This design comes from an exercise in tuning for small area on the open sky130 flow, not from production work. Where RTL was checked, it was by simulation tests only, not by an equivalence proof against the original. No functional check of the RTL was part of run 5. In runs 4 and 5 the design's own scripts or RTL, not TritonCTS, make the clock network. The flow treats the clock pin as an ideal source. Dropping or thinning the clock tree relies on that and would not hold on a real chip. No activity file was given, so power comes from the tool's default toggle rates.

File: flow/run.sh
#!/bin/bash
# Own layout flow: the standard ORFS flow (standard.sh) with
#  - synthesis: synth_recipe.tcl unchanged except the ABC mapping step, which
#    tries the area-oriented scripts area*.abc and keeps the smallest result
#    (ABC only maps combinational logic; registers are untouched);
#  - no adder extraction (ADDER_MAP_FILE empty), left to ABC;
#  - the smallest buffer (buf_1) for the port buffers;
#  - a clock tree of small buffers without dummy loads (cts_args).
# Each tool's full output goes to a log file in the work folder.
set -euo pipefail
W=$(pwd)
F=$W/flow

{
  head -1 $W/synth_recipe.tcl
  cat <<EOT
proc abc {args} {
  set i [lsearch \$args -script]
  set base [lreplace \$args \$i [expr {\$i + 1}]]
  set libs {}
  foreach k [lsearch -all \$args -liberty] { lappend libs -liberty [lindex \$args [expr {\$k + 1}]] }
  yosys design -save pre_abc
  set best ""
  foreach sc [lsort [glob $F/area*.abc]] {
    yosys design -load pre_abc
    yosys abc -script \$sc {*}\$base
    set out [tee -q -s result.string stat {*}\$libs]
    if {![regexp {Chip area for module '[^']*': ([0-9.]+)} \$out -> a]} { set a 1e9 }
    puts "ABC script \$sc: area \$a"
    if {\$best eq "" || \$a < \$best} { set best \$a; yosys design -save best_abc }
  }
  yosys design -load best_abc
  puts "ABC best area \$best"
}
EOT
  tail -n +2 $W/synth_recipe.tcl
} > $W/area_synth.tcl

ARGS=(
  SYNTH_SCRIPT=$W/area_synth.tcl
  ADDER_MAP_FILE=
  "BUFFER_PORTS_ARGS=-buffer_cell sky130_fd_sc_hd__buf_1"
  "CTS_ARGS=$(cat $F/cts_args)"
)

bash $W/standard.sh "${ARGS[@]}" synth > $W/flow_synth.log 2>&1
bash $W/standard.sh "${ARGS[@]}" finish > $W/flow_finish.log 2>&1
File: flow/area0.abc
strash
dch
amap
topo
File: flow/cts_args
-sink_clustering_enable -repair_clock_nets -buf_list sky130_fd_sc_hd__clkbuf_4 -dont_use_dummy_load
File: config.mk
export PLATFORM = sky130hd
export DESIGN_NAME = top_park
export DESIGN_NICKNAME = top_park
export VERILOG_FILES = /design/flow/design.v
export SDC_FILE = /design/flow/constraint.sdc
export NUM_CORES = 4
export LEC_CHECK = 0
export ABC_AREA = 1
export CAP_MARGIN = 20
export CORE_MARGIN = 2
export CORE_UTILIZATION = 40
export SLEW_MARGIN = 20
File: flow/area3.abc
strash
&get -n
&deepsyn -T 40 -S 3
&put
dch
amap
topo
File: flow/area11.abc
strash
&get -n
&deepsyn -T 40 -S 11
&put
dch
amap
topo
File: flow/area1.abc
strash
&get -n
&deepsyn -T 40 -S 1
&put
dch
amap
topo
File: constraint.sdc
create_clock -name core_clock -period 10.0 [get_ports {clk_50MHz}]
set_input_delay 2.0000 -clock core_clock [delete_from_list [all_inputs] [get_ports {clk_50MHz}]]
set_output_delay 2.0000 -clock core_clock [all_outputs]
set_load 0.01 [all_outputs]
File: design.v
module top_park(
    input clk_50MHz,
    input reset,
    input [4:0] token_input,   
    input entry_sensor,
    input exit_sensor,
    input entry_btn_raw,       
    input exit_btn_raw,        
    output reg [6:0] HEX0, HEX1, HEX2, HEX3, HEX4, HEX5,   
    output reg [3:0] state,        
    output reg [4:0] token_code    
);
localparam S_0 = 7'b1000000, S_1 = 7'b1111001, S_2 = 7'b0100100, S_9 = 7'b0010000,
           S_P = 7'b0001100, S_R = 7'b0101111, S_E = 7'b0000110, S_S = 7'b0010010,
           S_O = 7'b1000000, S_N = 7'b0101011, S_C = 7'b1000110, S_L = 7'b1000111,
           S_T = 7'b0000111, S_BLANK = 7'b1111111;
reg [3:0] div;
wire tick = (div == 4'd7);
always @(posedge clk_50MHz or posedge reset)
    if (reset) div <= 4'd0;
    else       div <= div + 4'd1;
wire s3 = state[3], s2 = state[2], s1 = state[1], s0 = state[0];
wire st_wait   = ~s3 & ~s2 & ~s1 & ~s0;
wire st_entry  = ~s2 & ~s1 &  s0;
wire st_token  = ~s2 &  s1 & ~s0;
wire st_close_e =  s2 & ~s1 & ~s0;
wire st_exit   =  s2 & ~s1 &  s0;
reg btn_low;
wire btn_raw = s2 ? exit_btn_raw : entry_btn_raw;
always @(posedge clk_50MHz)
    btn_low <= (btn_low | ~(div[2] | div[0])) & (~btn_raw | (div[2] & div[1]));
reg [2:0]  timer;             
reg [3:0]  slots_used;        
reg [4:0]  lfsr;
reg [4:0]  exit_tok;          
wire car_in  = ~entry_sensor;
wire car_out = ~exit_sensor;
wire exit_go = btn_low & car_out;
wire u_zero  = (slots_used == 4'd0);
wire u_full  = slots_used[3] & slots_used[0];     
wire st_open_x = s2 & s1 & ~s0;
reg [15:0] ring0, ring1;
wire head_l = &(lfsr[3:0] ^ div);
wire head_x = &(exit_tok[3:0] ^ div);
wire tok_clear = u_zero & ~s2;
wire set0 = st_close_e & head_l & ~lfsr[4];
wire set1 = st_close_e & head_l &  lfsr[4];
wire clr0 = st_open_x & head_x & ~exit_tok[4];
wire clr1 = st_open_x & head_x &  exit_tok[4];
always @(posedge clk_50MHz) begin
    ring0 <= {ring0[14:0], ~tok_clear & (set0 | ring0[15] & ~clr0)};
    ring1 <= {ring1[14:0], ~tok_clear & (set1 | ring1[15] & ~clr1)};
end
always @(posedge clk_50MHz)
    if (st_exit) exit_tok <= token_input;
wire [4:0] addr = s0 ? token_input : lfsr;        
wire [31:0] tok_vec;
genvar g;
generate for (g = 0; g < 16; g = g + 1) begin : tv
    if (g == 0) assign tok_vec[0] = 1'b0;          
    else        assign tok_vec[g] = ring0[(g + 7) % 16];
    assign tok_vec[g + 16] = ring1[(g + 7) % 16];
end endgenerate
wire hit = tok_vec[addr];
reg done;
always @(*) begin
    if (s3) done = timer[1] & timer[0];                         
    else case (state[2:0])
        3'd2:    done = hit ? &timer : timer[1];                
        3'd3, 3'd4, 3'd6, 3'd7: done = timer[2] & timer[0];     
        default: done = 1'b1;                                   
    endcase
end
reg [3:0] nstate;
always @(*) begin
    if (s3) nstate = done ? 4'd0 : 4'd8;
    else case (state[2:0])
        3'd0: nstate = (car_in & ~u_full) ? 4'd1 : (car_out & ~u_zero) ? 4'd5 : 4'd0;
        3'd1: nstate = ~car_in ? 4'd0 : btn_low ? 4'd2 : 4'd1;
        3'd2: nstate = ~done ? 4'd2 : hit ? 4'd8 : 4'd3;
        3'd3: nstate = done ? 4'd4 : 4'd3;
        3'd4: nstate = done ? 4'd0 : 4'd4;
        3'd5: nstate = exit_go ? (hit ? 4'd6 : 4'd8) : ~car_out ? 4'd0 : 4'd5;
        3'd6: nstate = done ? 4'd7 : 4'd6;
        3'd7: nstate = done ? 4'd0 : 4'd7;
    endcase
end
always @(posedge clk_50MHz)
    timer <= (tick & done) ? 3'd0 : timer + {2'b00, tick};
wire count = done & s2 & (s1 ~^ s0);     
always @(posedge clk_50MHz or posedge reset) begin
    if (reset) begin
        state      <= 4'd0;
        slots_used <= 4'd0;
        lfsr       <= 5'b00001;
        token_code <= 5'b00001;
    end else if (tick) begin
        state <= nstate;
        if (st_entry & car_in & btn_low)
            lfsr <= {lfsr[3:0], lfsr[4] ^ lfsr[2]};
        if (st_token & ~hit)
            token_code <= lfsr;
        if (count)
            slots_used <= s1 ? slots_used - 4'd1 : slots_used + 4'd1;
    end
end
wire u3 = slots_used[3], u2 = slots_used[2], u1 = slots_used[1], u0 = slots_used[0];
wire [6:0] seg_u = {
    ~u3 & ~u2 & ~u1 | u2 & u1 & u0,
    ~u3 & ~u2 & u0 | ~u2 & u1 | u1 & u0,
    u2 & ~u1 | u0,
    ~u3 & ~u2 & ~u1 & u0 | u2 & ~u1 & ~u0 | u2 & u1 & u0,
    ~u2 & u1 & ~u0,
    u2 & ~u1 & u0 | u2 & u1 & ~u0,
    ~u3 & ~u2 & ~u1 & u0 | u2 & ~u1 & ~u0 };
wire [6:0] seg_a = {
    u3 | ~u2 & u1 & ~u0,
    ~(~u3 & ~u1 | ~u2 & u0),
    u2 & ~u1 | ~u0,
    ~(~u3 & ~u1 & ~u0 | ~u2 & u0 | u2 & u1),
    u2 & u1 & u0,
    ~u2 & u1 & u0 | u2 & ~u1 & ~u0,
    u3 & ~u0 | u2 & ~u1 & u0 };
wire [4:0] t = token_code;
always @(*) begin
    if (s3) {HEX5, HEX4, HEX3, HEX2, HEX1, HEX0} = {S_E, S_R, S_R, S_O, S_R, S_BLANK};
    else case (state[2:0])
        3'd0: {HEX5, HEX4, HEX3, HEX2, HEX1, HEX0} = {S_9, S_BLANK, S_BLANK, seg_a, S_BLANK, seg_u};
        3'd1: {HEX5, HEX4, HEX3, HEX2, HEX1, HEX0} = {S_P, S_R, S_E, S_S, S_S, S_BLANK};
        3'd2: {HEX5, HEX4, HEX3, HEX2, HEX1, HEX0} = {S_BLANK,
                  1'b1, t[4], t[4], t[4], 2'b00, t[4],
                  1'b1, t[3], t[3], t[3], 2'b00, t[3],
                  1'b1, t[2], t[2], t[2], 2'b00, t[2],
                  1'b1, t[1], t[1], t[1], 2'b00, t[1],
                  1'b1, t[0], t[0], t[0], 2'b00, t[0]};
        3'd3: {HEX5, HEX4, HEX3, HEX2, HEX1, HEX0} = {S_O, S_P, S_E, S_N, S_1, S_BLANK};
        3'd4: {HEX5, HEX4, HEX3, HEX2, HEX1, HEX0} = {S_C, S_L, S_O, S_S, S_E, S_BLANK};
        3'd5: {HEX5, HEX4, HEX3, HEX2, HEX1, HEX0} = {S_E, S_N, S_T, S_E, S_R, S_BLANK};
        3'd6: {HEX5, HEX4, HEX3, HEX2, HEX1, HEX0} = {S_O, S_P, S_E, S_N, S_2, S_BLANK};
        3'd7: {HEX5, HEX4, HEX3, HEX2, HEX1, HEX0} = {S_C, S_L, S_O, S_S, S_E, S_BLANK};
    endcase
end
endmodule
File: flow/area7.abc
strash
&get -n
&deepsyn -T 40 -S 7
&put
dch
amap
topo
File: standard.sh
#!/bin/bash
# synth_recipe.tcl (not shown) runs the flow's synth.tcl, then flattens the netlist and writes it again
# the make line also repeats each setting of config.mk as NAME=value (left out here)
make -C /OpenROAD-flow-scripts/flow DESIGN_CONFIG=/design/flow/config.mk WORK_HOME=/design/flow/orfs CLKGATE_MAP_FILE= SYNTH_SCRIPT=/design/flow/synth_recipe.tcl "${@:-finish}"
==> run summary, run 1 <==
Worst slack, placed: 4.99 ns
Tmin final: 5.59 ns
Max IR drop VDD: 0.0809 mV
DR vias: 2672
CP most frequent cell: nor2_1
Final hold vios: 0
Clk_skew: 0.0320 ns
Register bit total from synthesis: 63
Clk sinks: 63
Most numerous cell in the Yosys netlist: nor2_1
GR Util met3: 0.0502
Largest net degree at the start of global routing: 23
Initial antenna violation count: 0
Sw Ratio: 0.371
Worst Hold Class: flip-flop to flip-flop
IO Count: 62
Critical path cell sequence: clkinv_1, nor2_1, nor2_1, nor2_1, clkinv_1, a21oi_1, nand2_1, nand2_1, or3_1, o21a_1, a31o_1, o22ai_1, buf_1
CP top delay family: simple AND/OR/NAND/NOR gates
CP startpoint: state[1]
CP max-delay cell: dfrtp_1
Int Power: 0.355 mW
Vias in the first global route: 2460
Syn_area_per_cell: 8.33 um^2
Seq/Total Area, Yosys: 0.515
Synth warn: 1
Slew @ Worst Pin: 0.845 ns
CP Capture Type: primary output
HPWL Detailed: 6000 um
Syn nets: 343
# resized after CTS: 0
GP Congestion: 0.935
Area Growth Syn to Fin: 11.6%
Final net count: 405
R2R cell count: 19
Clock latency on the worst-skew pair: 0.40 ns
Comb pwr share: 0.315
Slew Viols, Final: 0
Clock share of power: 0.205
Die width: 87.2 um
Busiest layer in global routing: met2
Num CTS Buffers: 9
Die ar.: 0.00760 mm^2
Wire length per cell: 16.5 um
WP buf/inv: 3
CP Launch Type: flip-flop
Reg-to-reg startpoint: state[0]
DRT Wirelength: 7810 um
First-pass GRT wire length: 12300 um
Mapped Area: 0.00277 mm^2
Pwr dens: 183 mW/mm^2
Async set or reset register ratio after synthesis: 0.349
Crit path arrival time: 3.59 ns
CTS tree: built
Period utilization: 0.559
Worst setup path end: HEX2[3]
Core area: 0.00676 mm^2
Die Ht: 87.2 um
Post-CTS Setup Bufs: 0
Initial Util: 0.409
Top FF cell, synth: dfxtp_1
Share of cells above drive strength 1: 0.0281
Setup slack after layout: 4.41 ns
GRT overflow: 0
Syn Inst Count: 332
Top-area cell type share of the netlist area: 0.261
Total Routing Usage GR: 0.214
Crit-path max FO: 11
Detail Route Antenna Nets: 0
Pre-antenna DRT Iters: 5
Reg2reg setup slack: 6.17 ns
RSZ-0062 raised after global routing: false
Cell variety after synth: 34
Outcome: finished clean
Leakage: 1.12 nW
CP peak stage delay: 0.63 ns
Total negative slack: 0 ns
Critical path type: flip-flop to primary output
DRC Markers: 0
Post-CTS Hold Buffers: 0
CP Depth: 13
Worst reg2reg endpoint: slots_used[3]
Number of antenna diodes: 0
Endpoints failing setup: 0
Synth top cells by count: 60 x nor2_1, 48 x clkinv_1, 36 x dfxtp_1
Drt via density: 5.66
Initial detailed-routing violation count: 193
Maxcap violations: 0
H-tree Lvls: 3
Area contributors post-synth: dfxtp_1 26%, dfrtp_1 18%, nor2_1 8.1%
Met2 usage: 0.322
Worst slew margin: 0.433
Yosys top cell by area: dfxtp_1
Grt met1 use: 0.292
Worst Path Required: 8.00 ns
Fmax: 179 MHz
Reg clk slew, reported paths: 0.10 ns
CTS Root Cell: clkbuf_4
PortBufs: 61
CTS Buffer Depth: 2
Count of flip-flops with a built-in enable after synthesis: 5
Reg power frac: 0.480
Psw: 0.210 mW
Row count: 30
[flip-flops by register name (all words and copies together) (netlist names)]
signal      count
ring0          16
ring1          16
exit_tok        5
lfsr            5
token_code      5
div             4
slots_used      4
state           4
timer           3
btn_low         1
[kinds of logic (layout without fill, tap and decap cells)]
| logic type | count (synthesis) | after routing | share of synthesized area |
|---|---|---|---|
| DFF | 63 | 63 | 0.515 |
| buffers and inverters | 58 | 118 | 0.0923 |
| and+or+nand+nor | 122 | 122 | 0.188 |
| AOI/OAI and AO/OA | 89 | 89 | 0.205 |
[final cells by class]
class / instances / area, um^2
flip-flops and latches: 63 / 1420
well taps: 80 / 100
multi-input cells: 211 / 1090
clock buffers: 9 / 67.6
repair buffers: 61 / 229
fillers: 703 / 3670
inverters: 48 / 180
[worst reg2reg max path, delay by kind of cell (launching register included)]
family / cells / cell delay (ns)
buf+inv: 4 / 0.81
simple gates: 7 / 0.75
flops: 1 / 0.59
compound gates: 8 / 1.61
[stage by stage]
stage / power [mW] / area, um^2 / util / std cells / hold slack (ns)
detailed placement: 0.452 / 3020 / 0.447 / 463 / 0.314
CTS: 0.566 / 3090 / 0.457 / 472 / 0.336
global placement: 0.452 / 3020 / 0.447 / 463 / 0.314
global route: 0.599 / 3090 / 0.457 / 472 / 0.342
finish: 0.565 / 3090 / 0.457 / 472 / 0.332
floorplan: 0.397 / 2770 / - / 332 / 0.310
[worst min path at each step]
| stage | start | endpoint | slack (ns) | depth (start not counted) |
|---|---|---|---|---|
| after global placement | ring0[7] | ring0[8] | 0.31 | 0 |
| after floorplan | ring0[7] | ring0[8] | 0.31 | 0 |
| final | ring0[3] | ring0[4] | 0.33 | 0 |
| after CTS | ring0[3] | ring0[4] | 0.34 | 0 |
| after global routing | ring0[7] | ring0[8] | 0.34 | 0 |
| after detailed placement | ring0[7] | ring0[8] | 0.31 | 0 |
[metal layers]
layer,up-vias,wire length [um]
met5,-,0
met4,0,121
met2,146,3470
li1,1289,-
met1,1226,3650
met3,11,573
[power groups by stage]
stage	Combinational [mW]	Sequential, mW	Clock, mW
final	0.178	0.271	0.116
after global routing	0.197	0.272	0.130
after CTS	0.176	0.271	0.119
after detailed placement	0.175	0.276	0
after global placement	0.175	0.277	0
after floorplan	0.126	0.271	0
[cell usage in the layout (no fill, tap or decap), types with 4 or more instances in the layout]
cell,count
buf_1,61
nor2_1,60
clkinv_1,48
dfxtp_1,36
nand2_1,28
o22ai_1,25
o21ai_0,23
dfrtp_1,20
nand3_1,10
a21oi_1,10
nor3_1,9
clkbuf_4,9
a31oi_1,5
or3_1,5
or2_0,5
edfxtp_1,5
o211ai_1,4
o221ai_1,4
==> inputs of run 2 (changes only) <==
--- a/design.v
+++ b/design.v
@@ -15,10 +15,10 @@
            S_O = 7'b1000000, S_N = 7'b0101011, S_C = 7'b1000110, S_L = 7'b1000111,
            S_T = 7'b0000111, S_BLANK = 7'b1111111;
 reg [3:0] div;
-wire tick = (div == 4'd7);
+wire tick = (div == 4'b1101);                      
 always @(posedge clk_50MHz or posedge reset)
     if (reset) div <= 4'd0;
-    else       div <= div + 4'd1;
+    else       div <= {div[2:0], div[3] ^ div[2] ^ ~|div[2:0]};
 wire s3 = state[3], s2 = state[2], s1 = state[1], s0 = state[0];
 wire st_wait   = ~s3 & ~s2 & ~s1 & ~s0;
 wire st_entry  = ~s2 & ~s1 &  s0;
@@ -30,14 +30,37 @@
 always @(posedge clk_50MHz)
     btn_low <= (btn_low | ~(div[2] | div[0])) & (~btn_raw | (div[2] & div[1]));
 reg [2:0]  timer;             
-reg [3:0]  slots_used;        
+reg [3:0]  slots_q;           
 reg [4:0]  lfsr;
 reg [4:0]  exit_tok;          
 wire car_in  = ~entry_sensor;
 wire car_out = ~exit_sensor;
 wire exit_go = btn_low & car_out;
-wire u_zero  = (slots_used == 4'd0);
-wire u_full  = slots_used[3] & slots_used[0];     
+wire [3:0] q = slots_q;
+wire seg_u0 = ~q[2] & ~q[1];
+wire seg_u1 = ~q[3] & q[2] & ~q[0];
+wire seg_u2 = q[2] & q[0];
+wire seg_u3 = q[3] & ~q[1] | ~q[3] & ~q[2] & ~q[0];
+wire seg_u4 = ~(~q[3] & q[0] | q[2] & q[1]);
+wire seg_u5 = ~(q[3] & ~q[1] | ~q[2] & q[0] | q[2] & ~q[0]);
+wire seg_u6 = q[3] & q[2] | ~q[3] & ~q[2] & ~q[0];
+wire seg_a0 = q[2] & ~q[1] | ~q[3] & ~q[2] & q[0];
+wire seg_a1 = q[3] & ~q[2] & ~q[0];
+wire seg_a2 = ~q[3] & ~q[2] & q[1] & ~q[0];
+wire seg_a3 = ~q[3] & q[0] | q[2] & ~q[1];
+wire seg_a4 = q[2] | ~q[3] & q[0] | q[3] & ~q[1];
+wire seg_a5 = ~q[3] & q[1];
+wire seg_a6 = q[0];
+wire u_zero = q[3] & q[2];
+wire u_full = q[3] & q[0];
+wire q_inc0 = ~q[3] & ~q[2];
+wire q_dec0 = q[3] & q[1];
+wire q_inc1 = ~q[3];
+wire q_dec1 = ~q[2];
+wire q_inc2 = ~q[1];
+wire q_dec2 = q[1] & ~q[0] | ~q[3] & ~q[2] & ~q[1];
+wire q_inc3 = q[0] | q[3] & ~q[2] & q[1];
+wire q_dec3 = ~q[1];
 wire st_open_x = s2 & s1 & ~s0;
 reg [15:0] ring0, ring1;
 wire head_l = &(lfsr[3:0] ^ div);
@@ -56,10 +79,11 @@
 wire [4:0] addr = s0 ? token_input : lfsr;        
 wire [31:0] tok_vec;
 genvar g;
+localparam [63:0] PLACE_AT_TICK = {4'd6, 4'd5, 4'd4, 4'd1, 4'd3, 4'd13, 4'd0, 4'd11, 4'd7, 4'd2, 4'd14, 4'd12, 4'd8, 4'd15, 4'd9, 4'd10};
 generate for (g = 0; g < 16; g = g + 1) begin : tv
     if (g == 0) assign tok_vec[0] = 1'b0;          
-    else        assign tok_vec[g] = ring0[(g + 7) % 16];
-    assign tok_vec[g + 16] = ring1[(g + 7) % 16];
+    else        assign tok_vec[g] = ring0[PLACE_AT_TICK[4*g +: 4]];
+    assign tok_vec[g + 16] = ring1[PLACE_AT_TICK[4*g +: 4]];
 end endgenerate
 wire hit = tok_vec[addr];
 reg done;
@@ -91,7 +115,7 @@
 always @(posedge clk_50MHz or posedge reset) begin
     if (reset) begin
         state      <= 4'd0;
-        slots_used <= 4'd0;
+        slots_q    <= 4'd14;
         lfsr       <= 5'b00001;
         token_code <= 5'b00001;
     end else if (tick) begin
@@ -101,26 +125,11 @@
         if (st_token & ~hit)
             token_code <= lfsr;
         if (count)
-            slots_used <= s1 ? slots_used - 4'd1 : slots_used + 4'd1;
+            slots_q <= s1 ? {q_dec3, q_dec2, q_dec1, q_dec0} : {q_inc3, q_inc2, q_inc1, q_inc0};
     end
 end
-wire u3 = slots_used[3], u2 = slots_used[2], u1 = slots_used[1], u0 = slots_used[0];
-wire [6:0] seg_u = {
-    ~u3 & ~u2 & ~u1 | u2 & u1 & u0,
-    ~u3 & ~u2 & u0 | ~u2 & u1 | u1 & u0,
-    u2 & ~u1 | u0,
-    ~u3 & ~u2 & ~u1 & u0 | u2 & ~u1 & ~u0 | u2 & u1 & u0,
-    ~u2 & u1 & ~u0,
-    u2 & ~u1 & u0 | u2 & u1 & ~u0,
-    ~u3 & ~u2 & ~u1 & u0 | u2 & ~u1 & ~u0 };
-wire [6:0] seg_a = {
-    u3 | ~u2 & u1 & ~u0,
-    ~(~u3 & ~u1 | ~u2 & u0),
-    u2 & ~u1 | ~u0,
-    ~(~u3 & ~u1 & ~u0 | ~u2 & u0 | u2 & u1),
-    u2 & u1 & u0,
-    ~u2 & u1 & u0 | u2 & ~u1 & ~u0,
-    u3 & ~u0 | u2 & ~u1 & u0 };
+wire [6:0] seg_u = {seg_u6, seg_u5, seg_u4, seg_u3, seg_u2, seg_u1, seg_u0};
+wire [6:0] seg_a = {seg_a6, seg_a5, seg_a4, seg_a3, seg_a2, seg_a1, seg_a0};
 wire [4:0] t = token_code;
 always @(*) begin
     if (s3) {HEX5, HEX4, HEX3, HEX2, HEX1, HEX0} = {S_E, S_R, S_R, S_O, S_R, S_BLANK};
==> run 2 against run 1 <==
- still clean
- final cell count decreased by 1.9%
- utilization increased by 0.27 points
- first-iteration DRC count up 17%
- worst setup slack improved by 0.060 ns
- via count is 3.5% lower
- clock-buffer cell count unchanged
- hold slack hardly changed
- flip-flop and latch count did not move
- largest cell class unchanged
- largest power group unchanged
==> run summary, run 2 <==
Outcome: finished clean (unchanged)
Final hold vios: 0 (unchanged)
Total negative slack: 0 ns (unchanged)
Final Util: 0.460 (was 0.457)
First-pass GRT wire length: 11700 um (was 12300 um)
Clock latency on the worst-skew pair: 0.40 ns (about the same)
IO Count: 62 (unchanged)
# fillers: 669 (was 703)
Register bit total from synthesis: 63 (unchanged)
Final net count: 396 (was 405)
Count of flip-flops with a built-in enable after synthesis: 5 (unchanged)
Period utilization: 0.553 (was 0.559)
Fin cells: 463 (was 472)
# resized after CTS: 0 (unchanged)
Multi-input logic area: 0.00108 mm^2 (was 0.00109 mm^2)
DRC Markers: 0 (unchanged)
Die ar.: 0.00758 mm^2 (was 0.00760 mm^2)
Wire length per cell: 15.3 um (was 16.5 um)
CTS Buffer Depth: 2 (unchanged)
Area Growth Syn to Fin: 11.9% (was 11.6%)
CP Capture Type: primary output (unchanged)
Endpoints failing setup: 0 (unchanged)
Slew Viols, Final: 0 (unchanged)
H-tree Lvls: 3 (unchanged)
CTS Root Cell: clkbuf_4 (unchanged)
Syn Inst Count: 322 (was 332)
Largest net degree at the start of global routing: 23 (unchanged)
Synth warn: 1 (unchanged)
Leakage: 1.09 nW (was 1.12 nW)
Critical path type: flip-flop to primary output (unchanged)
Die width: 87.1 um (was 87.2 um)
Fmax: 181 MHz (was 179 MHz)
Seq/Total Area, Yosys: 0.517 (was 0.515)
Syn nets: 333 (was 343)
Reg area: 0.00143 mm^2 (was 0.00142 mm^2)
Number of antenna diodes: 0 (unchanged)
Regs by FF count: ring0 x16, ring1 x16 (unchanged)
Area contributors post-synth: dfxtp_1 26%, dfrtp_1 15%, nor2_1 6.8% (was dfxtp_1 26%, dfrtp_1 18%, nor2_1 8.1%)
GRT overflow: 0 (unchanged)
Die Ht: 87.1 um (was 87.2 um)
Busiest layer in global routing: met2 (unchanged)
Clk sinks: 63 (unchanged)
Cell variety after synth: 35 (was 34)
Pwr dens: 122 mW/mm^2 (was 183 mW/mm^2)
Drt via density: 5.57 (was 5.66)
Placed Cells: 454 (was 463)
Synth top cells by count: 50 x nor2_1, 48 x clkinv_1, 36 x dfxtp_1 (was 60 x nor2_1, 48 x clkinv_1, 36 x dfxtp_1)
GR Util met3: 0.0275 (was 0.0502)
Slew @ Worst Pin: 0.789 ns (was 0.845 ns)
Async set or reset register ratio after synthesis: 0.349 (unchanged)
Core area: 0.00672 mm^2 (was 0.00676 mm^2)
Num CTS Buffers: 9 (unchanged)
DRT Wirelength: 7090 um (was 7810 um)
Max IR drop VDD: 0.0755 mV (was 0.0809 mV)
Finished Cell Area: 0.00309 mm^2 (about the same)
CTS tree: built (unchanged)
Mapped Area: 0.00276 mm^2 (was 0.00277 mm^2)
Initial antenna violation count: 0 (unchanged)
Row count: 30 (unchanged)
Reg clk slew, reported paths: 0.08 ns (was 0.10 ns)
DR vias: 2578 (was 2672)
Pre-antenna DRT Iters: 5 (unchanged)
Maxcap violations: 0 (unchanged)
Post-CTS Setup Bufs: 0 (unchanged)
Detail Route Antenna Nets: 0 (unchanged)
GP Congestion: 0.924 (was 0.935)
CP Launch Type: flip-flop (unchanged)
Crit path arrival time: 3.53 ns (was 3.59 ns)
Most frequent cells in the layout: 61 x buf_1, 50 x nor2_1, 48 x clkinv_1 (was 61 x buf_1, 60 x nor2_1, 48 x clkinv_1)
Worst slew margin: 0.471 (was 0.433)
Initial detailed-routing violation count: 226 (was 193)
RSZ-0062 raised after global routing: false (unchanged)
Area post-placement: 0.00302 mm^2 (about the same)
Share of cells above drive strength 1: 0.0392 (was 0.0281)
Post-CTS Hold Buffers: 0 (unchanged)
Worst Path Required: 8.00 ns (about the same)
Initial Util: 0.411 (was 0.409)
Grt met1 use: 0.278 (was 0.292)
Worst Hold Class: flip-flop to flip-flop (unchanged)
Top FF cell, synth: dfxtp_1 (unchanged)
Most numerous cell in the Yosys netlist: nor2_1 (unchanged)
HPWL Detailed: 5600 um (was 6000 um)
Crit-path max FO: 12 (was 11)
Tmin final: 5.53 ns (was 5.59 ns)
Total Routing Usage GR: 0.200 (was 0.214)
Syn_area_per_cell: 8.57 um^2 (was 8.33 um^2)
Clk_skew: 0.0462 ns (was 0.0320 ns)
Design Power: 0.377 mW (was 0.565 mW)
Commonest non-fill, non-tap cell in the layout: buf_1 (unchanged)
Top-area cell type share of the netlist area: 0.261 (about the same)
Yosys top cell by area: dfxtp_1 (unchanged)
Vias in the first global route: 2369 (was 2460)
Met2 usage: 0.307 (was 0.322)
PortBufs: 61 (unchanged)
-- run 2: metal layers --
metal  share of wire  up-vias
met3           0.069       14
met4           0.019        0
met1            0.47     1188
met2            0.44      124
met5               0        -
li1                -     1252
-- run 2: kinds of logic (layout without fill, tap and decap cells) --
group | count (synthesis) | after routing | synth area share
flip-flops | 63 | 63 | 0.517
AND/OR/NAND/NOR | 106 | 106 | 0.166
buffers and inverters | 58 | 119 | 0.0925
AO/OA/AOI/OAI | 95 | 95 | 0.224
-- run 2: area by class of cell --
cell class                      count  area share
Tap cell                           80      0.0324
Clock buffer                        9      0.0219
Multi-Input combinational cell    201       0.349
Inverter                           48      0.0583
Timing Repair Buffer               62      0.0765
Sequential cell                    63       0.462
-- run 2: final timing paths --
path / end / start / slack [ns] / cells past startpoint
max: HEX2[0] / state[0] / 4.47 / 14
min in group asynchronous: lfsr[1] / reset / 1.60 / 2
max in group asynchronous: div[2] / reset / 7.97 / 2
min: ring0[11] / ring0[10] / 0.33 / 0
max reg2reg: slots_q[0] / state[0] / 5.51 / 16
min reg2reg: ring0[11] / ring0[10] / 0.33 / 0
-- run 2: where the power goes --
part | total [mW] | switching (mW) | internal [mW]
combinational | 0.00493 | 0.00349 | 0.00144
sequential | 0.256 | 0.000264 | 0.256
clock | 0.116 | 0.0745 | 0.0417
total | 0.377 | 0.0783 | 0.299
-- run 2: metrics by stage --
step | hold slack (ns) | setup WS, ns
final | 0.332 | 4.47
after global placement | 0.317 | 4.54
after global routing | 0.340 | 4.10
after floorplan | 0.310 | 5.14
after CTS | 0.334 | 4.51
after detailed placement | 0.315 | 4.49
-- run 2: worst max-delay path, stage by stage (launching register included) --
cell and delay (ns):
dfrtp_1 0.56, clkinv_1 0.37, nor2_1 0.36, nand2_1 0.15
clkinv_1 0.21, nor2_1 0.09, nand2_1 0.10, a21oi_1 0.10
o21ai_0 0.22, nand2_1 0.14, nor2_1 0.29, a21oi_1 0.10
nor2_1 0.16, o31a_1 0.16, buf_1 0.15
==> inputs of run 3 (changes only) <==
==> flow/area00.abc (new file) <==
strash
dch
amap
topo
==> flow/area01.abc (new file) <==
strash
&get -n
&deepsyn -T 40 -S 1
&put
dch
amap
topo
==> flow/area02.abc (new file) <==
strash
&get -n
&deepsyn -T 40 -S 2
&put
dch
amap
topo
==> flow/area03.abc (new file) <==
strash
&get -n
&deepsyn -T 40 -S 3
&put
dch
amap
topo
==> flow/area05.abc (new file) <==
strash
&get -n
&deepsyn -T 40 -S 5
&put
dch
amap
topo
==> flow/area07.abc (new file) <==
strash
&get -n
&deepsyn -T 40 -S 7
&put
dch
amap
topo
==> flow/area13.abc (new file) <==
strash
&get -n
&deepsyn -T 40 -S 13
&put
dch
amap
topo
==> flow/area17.abc (new file) <==
strash
&get -n
&deepsyn -T 40 -S 17
&put
dch
amap
topo
==> flow/area19.abc (new file) <==
strash
&get -n
&deepsyn -T 40 -S 19
&put
dch
amap
topo
removed: flow/area0.abc
removed: flow/area1.abc
removed: flow/area3.abc
removed: flow/area7.abc
==> run 3 against run 2 <==
- register-to-register slack barely moved
- sequential power about the same
- highest routed layer unchanged
- wire length unchanged
- power unchanged
==> run summary, run 3 <==
Leakage: 1.09 nW (unchanged)
Design Power: 0.377 mW (unchanged)
Reg-to-reg startpoint: state[0] (unchanged)
Hold Slack: 0.332 ns (unchanged)
CP Launch Type: flip-flop (unchanged)
Reg clk slew, reported paths: 0.08 ns (about the same)
Register bit total from synthesis: 63 (unchanged)
Count of flip-flops with a built-in enable after synthesis: 5 (unchanged)
Slew @ Worst Pin: 0.789 ns (unchanged)
Worst Hold Class: flip-flop to flip-flop (unchanged)
IO Count: 62 (unchanged)
Fmax: 181 MHz (unchanged)
Maxcap violations: 0 (unchanged)
Reg2reg setup slack: 5.51 ns (about the same)
Seq/Total Area, Yosys: 0.517 (unchanged)
Area contributors post-synth: dfxtp_1 26%, dfrtp_1 15%, nor2_1 6.8% (unchanged)
Worst reg2reg endpoint: slots_q[0] (unchanged)
DRC Markers: 0 (unchanged)
Mapped Area: 0.00276 mm^2 (unchanged)
Commonest non-fill, non-tap cell in the layout: buf_1 (unchanged)
Number of antenna diodes: 0 (unchanged)
Tmin final: 5.53 ns (unchanged)
Synth warn: 1 (unchanged)
Endpoints failing setup: 0 (unchanged)
Finished Cell Area: 0.00309 mm^2 (unchanged)
GRT overflow: 0 (unchanged)
Top-area cell type share of the netlist area: 0.261 (unchanged)
Worst slew margin: 0.471 (unchanged)
Worst Path Required: 8.00 ns (about the same)
Post-CTS Hold Buffers: 0 (unchanged)
Initial antenna violation count: 0 (unchanged)
Pre-antenna DRT Iters: 5 (unchanged)
Period utilization: 0.553 (unchanged)
Initial Util: 0.411 (unchanged)
Drt via density: 5.57 (unchanged)
DR vias: 2578 (unchanged)
PortBufs: 61 (unchanged)
Clk_skew: 0.0462 ns (unchanged)
Hold EP: ring0[11] (unchanged)
Number of cells on the worst hold path: 0 (unchanged)
R2R cell count: 16 (unchanged)
Clk sinks: 63 (unchanged)
Most frequent cells in the layout: 61 x buf_1, 50 x nor2_1, 48 x clkinv_1 (unchanged)
Hold Crit Start: ring0[10] (unchanged)
Die width: 87.1 um (unchanged)
Async set or reset register ratio after synthesis: 0.349 (unchanged)
# resized after CTS: 0 (unchanged)
Most numerous cell in the Yosys netlist: nor2_1 (unchanged)
Total Routing Usage GR: 0.200 (unchanged)
Row count: 30 (unchanged)
CTS tree: built (unchanged)
Syn nets: 333 (unchanged)
Outcome: finished clean (unchanged)
Total negative slack: 0 ns (unchanged)
Post-CTS Setup Bufs: 0 (unchanged)
Largest net degree at the start of global routing: 23 (unchanged)
Area Growth Syn to Fin: 11.9% (unchanged)
Initial detailed-routing violation count: 226 (unchanged)
Num CTS Buffers: 9 (unchanged)
Vias in the first global route: 2369 (unchanged)
Syn_area_per_cell: 8.57 um^2 (unchanged)
Yosys top cell by area: dfxtp_1 (unchanged)
Wire length per cell: 15.3 um (unchanged)
Cell variety after synth: 35 (unchanged)
Die Ht: 87.1 um (unchanged)
Syn Inst Count: 322 (unchanged)
Top FF cell, synth: dfxtp_1 (unchanged)
Die ar.: 0.00758 mm^2 (unchanged)
Clock latency on the worst-skew pair: 0.40 ns (about the same)
Crit-path max FO: 12 (unchanged)
Pwr dens: 122 mW/mm^2 (unchanged)
Synth top cells by count: 50 x nor2_1, 48 x clkinv_1, 36 x dfxtp_1 (unchanged)
RSZ-0062 raised after global routing: false (unchanged)
Crit path arrival time: 3.53 ns (about the same)
H-tree Lvls: 3 (unchanged)
CTS Root Cell: clkbuf_4 (unchanged)
Slew Viols, Final: 0 (unchanged)
DRT Wirelength: 7090 um (unchanged)
CP Capture Type: primary output (unchanged)
Detail Route Antenna Nets: 0 (unchanged)
HPWL Detailed: 5600 um (unchanged)
Core area: 0.00672 mm^2 (unchanged)
Regs by FF count: ring0 x16, ring1 x16 (unchanged)
Critical path type: flip-flop to primary output (unchanged)
First-pass GRT wire length: 11700 um (unchanged)
Area post-placement: 0.00302 mm^2 (unchanged)
CTS Buffer Depth: 2 (unchanged)
Final hold vios: 0 (unchanged)
Share of cells above drive strength 1: 0.0392 (unchanged)
Final net count: 396 (unchanged)
Max IR drop VDD: 0.0755 mV (unchanged)
GP Congestion: 0.924 (unchanged)
-- run 3: cells by family after synthesis --
kind of cell           after synthesis  share of synthesized area
DFF                                 63                      0.517
buffers and inverters               58                     0.0925
and+or+nand+nor                    106                      0.166
AOI/OAI and AO/OA                   95                      0.224
-- run 3: worst max path at each step --
stage	start	to	slack [ns]	cells after the start
CTS	state[0]	HEX2[0]	4.51	14
floorplan	state[0]	HEX2[0]	5.14	13
global placement	token_input[0]	slots_q[0]	4.54	16
global route	state[0]	HEX2[0]	4.10	14
finish	state[0]	HEX2[0]	4.47	14
detailed placement	token_input[0]	slots_q[0]	4.49	16
-- run 3: stage by stage --
stage | std cells | setup WS [ns] | util
after floorplan | 322 | 5.14 | -
after global placement | 454 | 4.54 | 0.450
after detailed placement | 454 | 4.49 | 0.450
after CTS | 463 | 4.51 | 0.460
after global routing | 463 | 4.10 | 0.460
final | 463 | 4.47 | 0.460
-- run 3: worst max-delay path: stages, from the launching register on --
cell and delay, ns:
dfrtp_1 0.56, clkinv_1 0.37, nor2_1 0.36, nand2_1 0.15, clkinv_1 0.21, nor2_1 0.09
nand2_1 0.10, a21oi_1 0.10, o21ai_0 0.22, nand2_1 0.14, nor2_1 0.29, a21oi_1 0.10
nor2_1 0.16, o31a_1 0.16, buf_1 0.15
-- run 3: final cells by class --
| cell class | instances | area (um^2) |
|---|---|---|
| Multi-Input combinational cell | 201 | 1080 |
| Timing Repair Buffer | 62 | 236 |
| Clock buffer | 9 | 67.6 |
| Tap cell | 80 | 100 |
| Fill cell | 669 | 3630 |
| Inverter | 48 | 180 |
| Sequential cell | 63 | 1430 |
-- run 3: power by group --
group	leakage, nW	internal, mW	switching (mW)
registers	0.569	0.256	0.000264
logic	0.481	0.00144	0.00349
clock network	0.0414	0.0417	0.0745
-- run 3: metal layers --
metal,track usage,part of all wire,vias up
met5,0,0,-
met4,0.0952,0.019,0
met3,0.0275,0.069,14
met2,0.307,0.44,124
met1,0.278,0.47,1188
li1,-,-,1252
==> inputs of run 4 (changes only) <==
--- a/flow/run.sh
+++ b/flow/run.sh
@@ -5,7 +5,8 @@
 #    (ABC only maps combinational logic; registers are untouched);
 #  - no adder extraction (ADDER_MAP_FILE empty), left to ABC;
 #  - the smallest buffer (buf_1) for the port buffers;
-#  - a clock tree of small buffers without dummy loads (cts_args).
+#  - a one-level clock distribution (manual_cts.tcl, run as the PRE_CTS hook)
+#    of four clkbuf_8 in place of TritonCTS's two-level H-tree.
 # Each tool's full output goes to a log file in the work folder.
 set -euo pipefail
 W=$(pwd)
@@ -40,7 +41,9 @@
   SYNTH_SCRIPT=$W/area_synth.tcl
   ADDER_MAP_FILE=
   "BUFFER_PORTS_ARGS=-buffer_cell sky130_fd_sc_hd__buf_1"
-  "CTS_ARGS=$(cat $F/cts_args)"
+  PRE_CTS_TCL=$F/manual_cts.tcl
+  FLOW_CTS_CELL=sky130_fd_sc_hd__clkbuf_8
+  FLOW_CTS_GROUPS=4
 )
 
 bash $W/standard.sh "${ARGS[@]}" synth > $W/flow_synth.log 2>&1
==> flow/manual_cts.tcl (new file) <==
# PRE_CTS hook of the own flow. The design has few registers, so instead of
# TritonCTS's H-tree the clock is distributed in one level: the register
# clock pins are split into FLOW_CTS_GROUPS groups by position (k-means,
# deterministic start) and each group is driven by one FLOW_CTS_CELL clock
# buffer placed at the group's centre (legalised by the detailed placement
# that cts.tcl runs next). The clock port feeds only these buffers. The
# buffers are balanced by construction (one level, similar loads); no
# register's clock is delayed on purpose.
proc my_clock_buffers {cell k} {
  set block [ord::get_db_block]
  set master [[ord::get_db] findMaster $cell]
  set clknet [$block findNet clk_50MHz]
  set its {}
  set xs {}
  set ys {}
  foreach it [$clknet getITerms] {
    set loc [[$it getInst] getLocation]
    lappend its $it
    lappend xs [lindex $loc 0]
    lappend ys [lindex $loc 1]
  }
  set n [llength $its]
  set order [lsort -integer -indices [lmap x $xs y $ys {expr {$x + $y}}]]
  set cx {}
  set cy {}
  for {set j 0} {$j < $k} {incr j} {
    set idx [lindex $order [expr {int(($j + 0.5) * $n / $k)}]]
    lappend cx [lindex $xs $idx]
    lappend cy [lindex $ys $idx]
  }
  for {set iter 0} {$iter < 50} {incr iter} {
    set asg {}
    foreach x $xs y $ys {
      set best 0
      set bd 1e30
      for {set j 0} {$j < $k} {incr j} {
        set d [expr {abs($x - [lindex $cx $j]) + abs($y - [lindex $cy $j])}]
        if {$d < $bd} { set bd $d; set best $j }
      }
      lappend asg $best
    }
    set sx [lrepeat $k 0]
    set sy [lrepeat $k 0]
    set sn [lrepeat $k 0]
    foreach x $xs y $ys a $asg {
      lset sx $a [expr {[lindex $sx $a] + $x}]
      lset sy $a [expr {[lindex $sy $a] + $y}]
      lset sn $a [expr {[lindex $sn $a] + 1}]
    }
    for {set j 0} {$j < $k} {incr j} {
      if {[lindex $sn $j] > 0} {
        lset cx $j [expr {[lindex $sx $j] / [lindex $sn $j]}]
        lset cy $j [expr {[lindex $sy $j] / [lindex $sn $j]}]
      }
    }
  }
  for {set j 0} {$j < $k} {incr j} {
    if {[lindex $sn $j] == 0} continue
    set inst [odb::dbInst_create $block $master my_clkbuf_$j]
    set net [odb::dbNet_create $block my_clknet_$j]
    $net setSigType CLOCK
    foreach it $its a $asg {
      if {$a == $j} { $it disconnect; $it connect $net }
    }
    [$inst findITerm A] connect $clknet
    [$inst findITerm X] connect $net
    $inst setLocation [lindex $cx $j] [lindex $cy $j]
    $inst setPlacementStatus PLACED
    puts "bench clock buffer my_clkbuf_$j ($cell) drives [lindex $sn $j] register clock pins"
  }
}

rename clock_tree_synthesis my_tritoncts_unused
proc clock_tree_synthesis {args} {
  my_clock_buffers $::env(FLOW_CTS_CELL) $::env(FLOW_CTS_GROUPS)
}
removed: flow/cts_args
==> run 4 against run 3 <==
- flip-flop and latch count stayed put
- hold slack better by 0.0028 ns
- via count is 2.0% lower
- power is 4.9% lower
- fmax is 2.7% higher
- area after synthesis stayed put
- final area is 0.40% lower
- critical path type is now primary input to flip-flop
- largest power group unchanged
- highest routed layer unchanged
==> run summary, run 4 <==
Commonest non-fill, non-tap cell in the layout: buf_1 (unchanged)
DRT Wirelength: 6970 um (was 7090 um)
Design Power: 0.359 mW (was 0.377 mW)
GP Congestion: 0.924 (unchanged)
Crit-path max FO: 5 (was 12)
Post-CTS Setup Bufs: 0 (unchanged)
Worst slack, placed: 4.49 ns (unchanged)
CP startpoint: token_input[0] (was state[0])
Initial antenna violation count: 0 (unchanged)
Int Power: 0.294 mW (was 0.299 mW)
Number of antenna diodes: 0 (unchanged)
Tmin final: 5.39 ns (was 5.53 ns)
Total negative slack: 0 ns (unchanged)
Clock share of power: 0.273 (was 0.308)
Top FF cell, synth: dfxtp_1 (unchanged)
Setup slack after layout: 4.61 ns (was 4.47 ns)
Psw: 0.0646 mW (was 0.0783 mW)
Clk_skew: 0.0325 ns (was 0.0462 ns)
Area contributors post-synth: dfxtp_1 26%, dfrtp_1 15%, nor2_1 6.8% (unchanged)
Worst reg2reg endpoint: slots_q[0] (unchanged)
Async set or reset register ratio after synthesis: 0.349 (unchanged)
Sw Ratio: 0.180 (was 0.208)
Area Growth Syn to Fin: 11.5% (was 11.9%)
Maxcap violations: 0 (unchanged)
DRC Markers: 0 (unchanged)
Hold EP: ring0[11] (unchanged)
Slew Viols, Final: 0 (unchanged)
Seq/Total Area, Yosys: 0.517 (unchanged)
RSZ-0062 raised after global routing: false (unchanged)
Fmax: 186 MHz (was 181 MHz)
Count of flip-flops with a built-in enable after synthesis: 5 (unchanged)
Initial detailed-routing violation count: 218 (was 226)
Vias in the first global route: 2305 (was 2369)
Row count: 30 (unchanged)
Share of cells above drive strength 1: 0.0265 (was 0.0392)
Drt via density: 5.52 (was 5.57)
Crit path arrival time: 5.44 ns (was 3.53 ns)
HPWL Detailed: 5600 um (unchanged)
Wire length per cell: 15.2 um (was 15.3 um)
Grt met1 use: 0.278 (about the same)
Most frequent cells in the layout: 61 x buf_1, 50 x nor2_1, 48 x clkinv_1 (unchanged)
Clock latency on the worst-skew pair: 0.17 ns (was 0.40 ns)
Endpoints failing setup: 0 (unchanged)
Worst Hold Class: flip-flop to flip-flop (unchanged)
Register bit total from synthesis: 63 (unchanged)
GRT overflow: 0 (unchanged)
Met2 usage: 0.305 (was 0.307)
Placed Cells: 454 (unchanged)
Reg-to-reg startpoint: state[0] (unchanged)
Outcome: finished clean (unchanged)
Comb pwr share: 0.014 (was 0.013)
Yosys top cell by area: dfxtp_1 (unchanged)
Reg clk slew, reported paths: 0.11 ns (was 0.08 ns)
Initial Util: 0.411 (unchanged)
Cell variety after synth: 35 (unchanged)
Largest net degree at the start of global routing: 23 (unchanged)
Die ar.: 0.00758 mm^2 (unchanged)
Worst slew margin: 0.474 (was 0.471)
Most numerous cell in the Yosys netlist: nor2_1 (unchanged)
First-pass GRT wire length: 11600 um (was 11700 um)
Final Util: 0.458 (was 0.460)
Period utilization: 0.539 (was 0.553)
Slew @ Worst Pin: 0.784 ns (was 0.789 ns)
GR Util met3: 0.0123 (was 0.0275)
R2R cell count: 16 (unchanged)
Synth top cells by count: 50 x nor2_1, 48 x clkinv_1, 36 x dfxtp_1 (unchanged)
Area post-placement: 0.00302 mm^2 (unchanged)
IO Count: 62 (unchanged)
Leakage: 1.08 nW (was 1.09 nW)
Number of cells on the worst hold path: 0 (unchanged)
Hold Slack: 0.335 ns (was 0.332 ns)
DR vias: 2526 (was 2578)
Finished Cell Area: 0.00308 mm^2 (was 0.00309 mm^2)
Pwr dens: 117 mW/mm^2 (was 122 mW/mm^2)
Core area: 0.00672 mm^2 (unchanged)
Syn nets: 333 (unchanged)
Die Ht: 87.1 um (unchanged)
CP Capture Type: flip-flop (was primary output)
Pre-antenna DRT Iters: 4 (was 5)
Syn Inst Count: 322 (unchanged)
CP Launch Type: primary input (was flip-flop)
Hold Crit Start: ring0[10] (unchanged)
Busiest layer in global routing: met2 (unchanged)
PortBufs: 61 (unchanged)
Reg2reg setup slack: 5.50 ns (was 5.51 ns)
Reg power frac: 0.713 (was 0.679)
Syn_area_per_cell: 8.57 um^2 (unchanged)
Top-area cell type share of the netlist area: 0.261 (unchanged)
# resized after CTS: 0 (unchanged)
Worst Path Required: 10.06 ns (was 8.00 ns)
Detail Route Antenna Nets: 0 (unchanged)
Post-CTS Hold Buffers: 0 (unchanged)
Regs by FF count: ring0 x16, ring1 x16 (unchanged)
Critical path type: primary input to flip-flop (was flip-flop to primary output)
Final net count: 391 (was 396)
Synth warn: 1 (unchanged)
Mapped Area: 0.00276 mm^2 (unchanged)
Final hold vios: 0 (unchanged)
Max IR drop VDD: 0.104 mV (was 0.0755 mV)
Fin cells: 458 (was 463)
Die width: 87.1 um (unchanged)
Total Routing Usage GR: 0.187 (was 0.200)
==> run 4: cell types whose count changed in the layout (fill, tap and decap cells not counted), sizes merged <==
cell,previous run,this run
clkbuf,9,4
==> run 4: worst max path at each step <==
stage	end	depth (start not counted)
floorplan	HEX2[0]	13
global placement	slots_q[0]	16
detailed placement	slots_q[0]	16
CTS	slots_q[0]	16
global route	slots_q[0]	18
finish	slots_q[0]	16
==> run 4: layout make-up <==
type | count | area (um^2)
Fill cell | 673 | 3640
Timing Repair Buffer | 62 | 236
Multi-Input combinational cell | 201 | 1080
Buffer | 4 | 55.1
Inverter | 48 | 180
Tap cell | 80 | 100
Sequential cell | 63 | 1430
==> run 4: power groups by stage <==
stage / sequential (mW) / clock [mW] / combinational (mW)
2_1_floorplan: 0.261 / 0 / 0.00224
6_report: 0.256 / 0.0977 / 0.00503
5_1_grt: 0.256 / 0.112 / 0.00572
3_5_place_dp: 0.261 / 0 / 0.00509
4_1_cts: 0.261 / 0.0746 / 0.00513
3_3_place_gp: 0.261 / 0 / 0.00510
==> run 4: worst max-delay path, cell delays in order <==
cell      delay (ns)
buf_1           0.10
o22ai_1         0.27
clkinv_1        0.14
nor2_1          0.31
clkinv_1        0.23
o22ai_1         0.21
nor3_1          0.08
o21ai_0         0.20
a31oi_1         0.17
o31ai_1         0.33
clkinv_1        0.15
nor2_1          0.23
clkinv_1        0.21
o31ai_1         0.52
o22a_1          0.20
o21ai_0         0.08
==> run 4: logic make-up after synthesis <==
kind of cell           after synthesis  share of synthesized area
and+or+nand+nor                    106                      0.166
AOI/OAI and AO/OA                   95                      0.224
DFF                                 63                      0.517
buffers and inverters               58                     0.0925
==> run 4: metal layers <==
metal  up-vias  part of all wire
met5         -                 0
met1      1150              0.47
li1       1247                 -
met4         0             0.019
met3        13             0.076
met2       116              0.44
==> inputs of run 5 (changes only) <==
--- a/design.v
+++ b/design.v
@@ -32,7 +32,7 @@
 reg [2:0]  timer;             
 reg [3:0]  slots_q;           
 reg [4:0]  lfsr;
-reg [4:0]  exit_tok;          
+reg [4:0]  wr_tok;            
 wire car_in  = ~entry_sensor;
 wire car_out = ~exit_sensor;
 wire exit_go = btn_low & car_out;
@@ -63,20 +63,19 @@
 wire q_dec3 = ~q[1];
 wire st_open_x = s2 & s1 & ~s0;
 reg [15:0] ring0, ring1;
-wire head_l = &(lfsr[3:0] ^ div);
-wire head_x = &(exit_tok[3:0] ^ div);
+wire head = &(wr_tok[3:0] ^ div);
 wire tok_clear = u_zero & ~s2;
-wire set0 = st_close_e & head_l & ~lfsr[4];
-wire set1 = st_close_e & head_l &  lfsr[4];
-wire clr0 = st_open_x & head_x & ~exit_tok[4];
-wire clr1 = st_open_x & head_x &  exit_tok[4];
+wire set0 = st_close_e & head & ~wr_tok[4];
+wire set1 = st_close_e & head &  wr_tok[4];
+wire clr0 = st_open_x & head & ~wr_tok[4];
+wire clr1 = st_open_x & head &  wr_tok[4];
 always @(posedge clk_50MHz) begin
     ring0 <= {ring0[14:0], ~tok_clear & (set0 | ring0[15] & ~clr0)};
     ring1 <= {ring1[14:0], ~tok_clear & (set1 | ring1[15] & ~clr1)};
 end
+wire [4:0] addr = s0 ? token_input : lfsr;        
 always @(posedge clk_50MHz)
-    if (st_exit) exit_tok <= token_input;
-wire [4:0] addr = s0 ? token_input : lfsr;        
+    if (st_token | st_exit) wr_tok <= addr;
 wire [31:0] tok_vec;
 genvar g;
 localparam [63:0] PLACE_AT_TICK = {4'd6, 4'd5, 4'd4, 4'd1, 4'd3, 4'd13, 4'd0, 4'd11, 4'd7, 4'd2, 4'd14, 4'd12, 4'd8, 4'd15, 4'd9, 4'd10};
==> run 5 against run 4 <==
- critical path depth up 4
- largest cell class unchanged
- critical path type unchanged
- via count down 2.8%
- final cell count down 0.22%
- utilization down 0.25 points
- first-iteration DRC count down 19%
==> run summary, run 5 <==
Row count: 30 (unchanged)
Syn Inst Count: 321 (was 322)
Syn nets: 332 (was 333)
Maxcap violations: 0 (unchanged)
Core area: 0.00668 mm^2 (was 0.00672 mm^2)
RSZ-0062 raised after global routing: false (unchanged)
# resized after CTS: 0 (unchanged)
Crit path arrival time: 5.05 ns (was 5.44 ns)
Register bit total from synthesis: 63 (unchanged)
Worst slew margin: 0.459 (was 0.474)
Regs by FF count: ring0 x16, ring1 x16 (unchanged)
DRT Wirelength: 6850 um (was 6970 um)
DR vias: 2456 (was 2526)
CP max-delay cell: nor2_1 (was o31ai_1)
Clock latency on the worst-skew pair: 0.16 ns (was 0.17 ns)
Crit-path max FO: 8 (was 5)
Die Ht: 86.6 um (was 87.1 um)
HPWL Detailed: 5350 um (was 5600 um)
Critical path type: primary input to flip-flop (unchanged)
Outcome: finished clean (unchanged)
Die width: 86.6 um (was 87.1 um)
Yosys top cell by area: dfxtp_1 (unchanged)
Most frequent cells in the layout: 61 x buf_1, 54 x nor2_1, 49 x clkinv_1 (was 61 x buf_1, 50 x nor2_1, 48 x clkinv_1)
PortBufs: 61 (unchanged)
Area contributors post-synth: dfxtp_1 26%, dfrtp_1 16%, nor2_1 7.4% (was dfxtp_1 26%, dfrtp_1 15%, nor2_1 6.8%)
Commonest non-fill, non-tap cell in the layout: buf_1 (unchanged)
Area Growth Syn to Fin: 11.6% (was 11.5%)
Initial Util: 0.408 (was 0.411)
Number of antenna diodes: 0 (unchanged)
Share of cells above drive strength 1: 0.0265 (about the same)
Initial antenna violation count: 0 (unchanged)
Count of flip-flops with a built-in enable after synthesis: 5 (unchanged)
First-pass GRT wire length: 11200 um (was 11600 um)
Post-CTS Setup Bufs: 0 (unchanged)
Post-CTS Hold Buffers: 0 (unchanged)
Finished Cell Area: 0.00304 mm^2 (was 0.00308 mm^2)
Design Power: 0.484 mW (was 0.359 mW)
IO Count: 62 (unchanged)
CP Launch Type: primary input (unchanged)
Synth top cells by count: 54 x nor2_1, 49 x clkinv_1, 36 x dfxtp_1 (was 50 x nor2_1, 48 x clkinv_1, 36 x dfxtp_1)
Final Util: 0.455 (was 0.458)
Seq/Total Area, Yosys: 0.524 (was 0.517)
Reg clk slew, reported paths: 0.09 ns (was 0.11 ns)
Slew Viols, Final: 0 (unchanged)
Total negative slack: 0 ns (unchanged)
Final net count: 390 (was 391)
CP peak stage delay: 0.30 ns (was 0.52 ns)
Syn_area_per_cell: 8.49 um^2 (was 8.57 um^2)
DRC Markers: 0 (unchanged)
Synth warn: 1 (unchanged)
Slew @ Worst Pin: 0.806 ns (was 0.784 ns)
Max IR drop VDD: 0.149 mV (was 0.104 mV)
Final hold vios: 0 (unchanged)
Cell variety after synth: 34 (was 35)
GP Congestion: 0.830 (was 0.924)
Placed Cells: 453 (was 454)
Initial detailed-routing violation count: 176 (was 218)
Leakage: 1.09 nW (was 1.08 nW)
Fmax: 200 MHz (was 186 MHz)
CP Capture Type: flip-flop (unchanged)
Most numerous cell in the Yosys netlist: nor2_1 (unchanged)
Top-area cell type share of the netlist area: 0.264 (was 0.261)
Die ar.: 0.00749 mm^2 (was 0.00758 mm^2)
Clk_skew: 0.0318 ns (was 0.0325 ns)
Vias in the first global route: 2272 (was 2305)
Tmin final: 4.99 ns (was 5.39 ns)
Period utilization: 0.499 (was 0.539)
Detail Route Antenna Nets: 0 (unchanged)
Drt via density: 5.37 (was 5.52)
Largest net degree at the start of global routing: 23 (unchanged)
Area post-placement: 0.00299 mm^2 (was 0.00302 mm^2)
Wire length per cell: 15.0 um (was 15.2 um)
Worst Hold Class: flip-flop to flip-flop (unchanged)
Total Routing Usage GR: 0.181 (was 0.187)
Async set or reset register ratio after synthesis: 0.349 (unchanged)
Fin cells: 457 (was 458)
Mapped Area: 0.00273 mm^2 (was 0.00276 mm^2)
Worst Path Required: 10.06 ns (about the same)
GRT overflow: 0 (unchanged)
Top FF cell, synth: dfxtp_1 (unchanged)
Critical path cell sequence: buf_1, o22ai_1, clkinv_1, nand2_1, o221ai_1, o22ai_1, a21oi_1, nor2_1, o32ai_1, nor2_1, clkinv_1, o21ai_0, o21a_1, o22ai_1, nor2_1, clkinv_1, nor2_1, clkinv_1, a31oi_1, o22ai_1 (was buf_1, o22ai_1, clkinv_1, nor2_1, clkinv_1, o22ai_1, nor3_1, o21ai_0, a31oi_1, o31ai_1, clkinv_1, nor2_1, clkinv_1, o31ai_1, o22a_1, o21ai_0)
Pre-antenna DRT Iters: 5 (was 4)
Pwr dens: 159 mW/mm^2 (was 117 mW/mm^2)
Endpoints failing setup: 0 (unchanged)
## run 5: metrics by stage
| step | hold slack (ns) | setup slack, ns |
|---|---|---|
| finish | 0.340 | 5.01 |
| global placement | 0.326 | 5.13 |
| floorplan | 0.310 | 5.53 |
| detailed placement | 0.324 | 4.93 |
| global route | 0.362 | 4.61 |
| CTS | 0.322 | 4.91 |
## run 5: report_power, final
group | internal, mW | switching (mW) | total [mW]
Sequential | 0.267 | 0.00962 | 0.277
Combinational | 0.0351 | 0.0770 | 0.112
Clock | 0.0370 | 0.0586 | 0.0956
## run 5: logic make-up after synthesis
family,after synthesis,synth area share
flip-flops,63,0.524
buffers and inverters,59,0.0950
AO/OA/AOI/OAI,97,0.220
AND/OR/NAND/NOR,102,0.161
## run 5: worst paths after layout
path                                      from    endpoint  slack [ns]  depth (start not counted)
max in group asynchronous                reset  slots_q[0]        7.73                          2
worst max register to register        state[0]  slots_q[3]        5.69                         20
min in group asynchronous                reset     lfsr[1]        1.85                          2
worst max-delay path            token_input[4]  slots_q[3]        5.01                         20
worst min-delay path                 ring0[10]   ring0[11]        0.34                          0
worst min register to register       ring0[10]   ring0[11]        0.34                          0
## run 5: per-layer routing
layer	share of wire	GRT usage	vias to the layer above
li1	-	-	1234
met1	0.49	0.293	1141
met2	0.44	0.269	74
met3	0.060	0.0143	7
met4	0.011	0.0270	0
met5	0	0	-
## run 5: worst max-delay path: cells and delay by family
kind / cells / cell delay [ns]
and+or+nand+nor: 5 / 1.03
AOI/OAI and AO/OA: 10 / 1.35
buffers and inverters: 5 / 0.69
## run 5: final cells by class
class,count,area (um^2)
plain buffers,4,55.1
repair buffers,62,236
inverters,49,184
fillers,665,3640
well taps,80,100
multi-input cells,199,1040
flip-flops and latches,63,1430

what the ideal ports hide:
No port has a modelled driver above. Below, the same layouts with a new extraction and two added sets of constraints.
Step 1 (the two cells are an assumption about what drives the block):
set clk [get_ports {clk_50MHz}]
set_driving_cell -lib_cell sky130_fd_sc_hd__clkbuf_16 $clk
set_driving_cell -lib_cell sky130_fd_sc_hd__buf_2 [delete_from_list [all_inputs] $clk]
Step 2 times the ports against the registers' clock, not the clock port: input delays grow and output delays shrink by t, the midpoint of the rising clock arrivals with the driver on.
Three values: ideal, step 1, step 2; two values: the first two.
run	shift t [ns]	setup slack, ns	worst register clock-pin slew, ns	worst data-port slew with drivers (ns)	cell pins on the clock port's net
run 1	0.413	4.408 / 4.381 / 4.794	0.10 / 0.10	0.03	1
run 2	0.402	4.468 / 4.444 / 4.418	0.11 / 0.11	0.04	1
run 3	0.402	4.468 / 4.444 / 4.418	0.11 / 0.11	0.04	1
run 4	0.210	4.612 / 4.590 / 4.441	0.11 / 0.11	0.04	4
run 5	0.206	5.006 / 5.047 / 4.841	0.11 / 0.11	0.03	4
After both steps setup and hold are still met in every run listed. The setup slack of run 4, which loses most, moves by -0.022 ns with the drivers and by -0.171 ns with both steps.
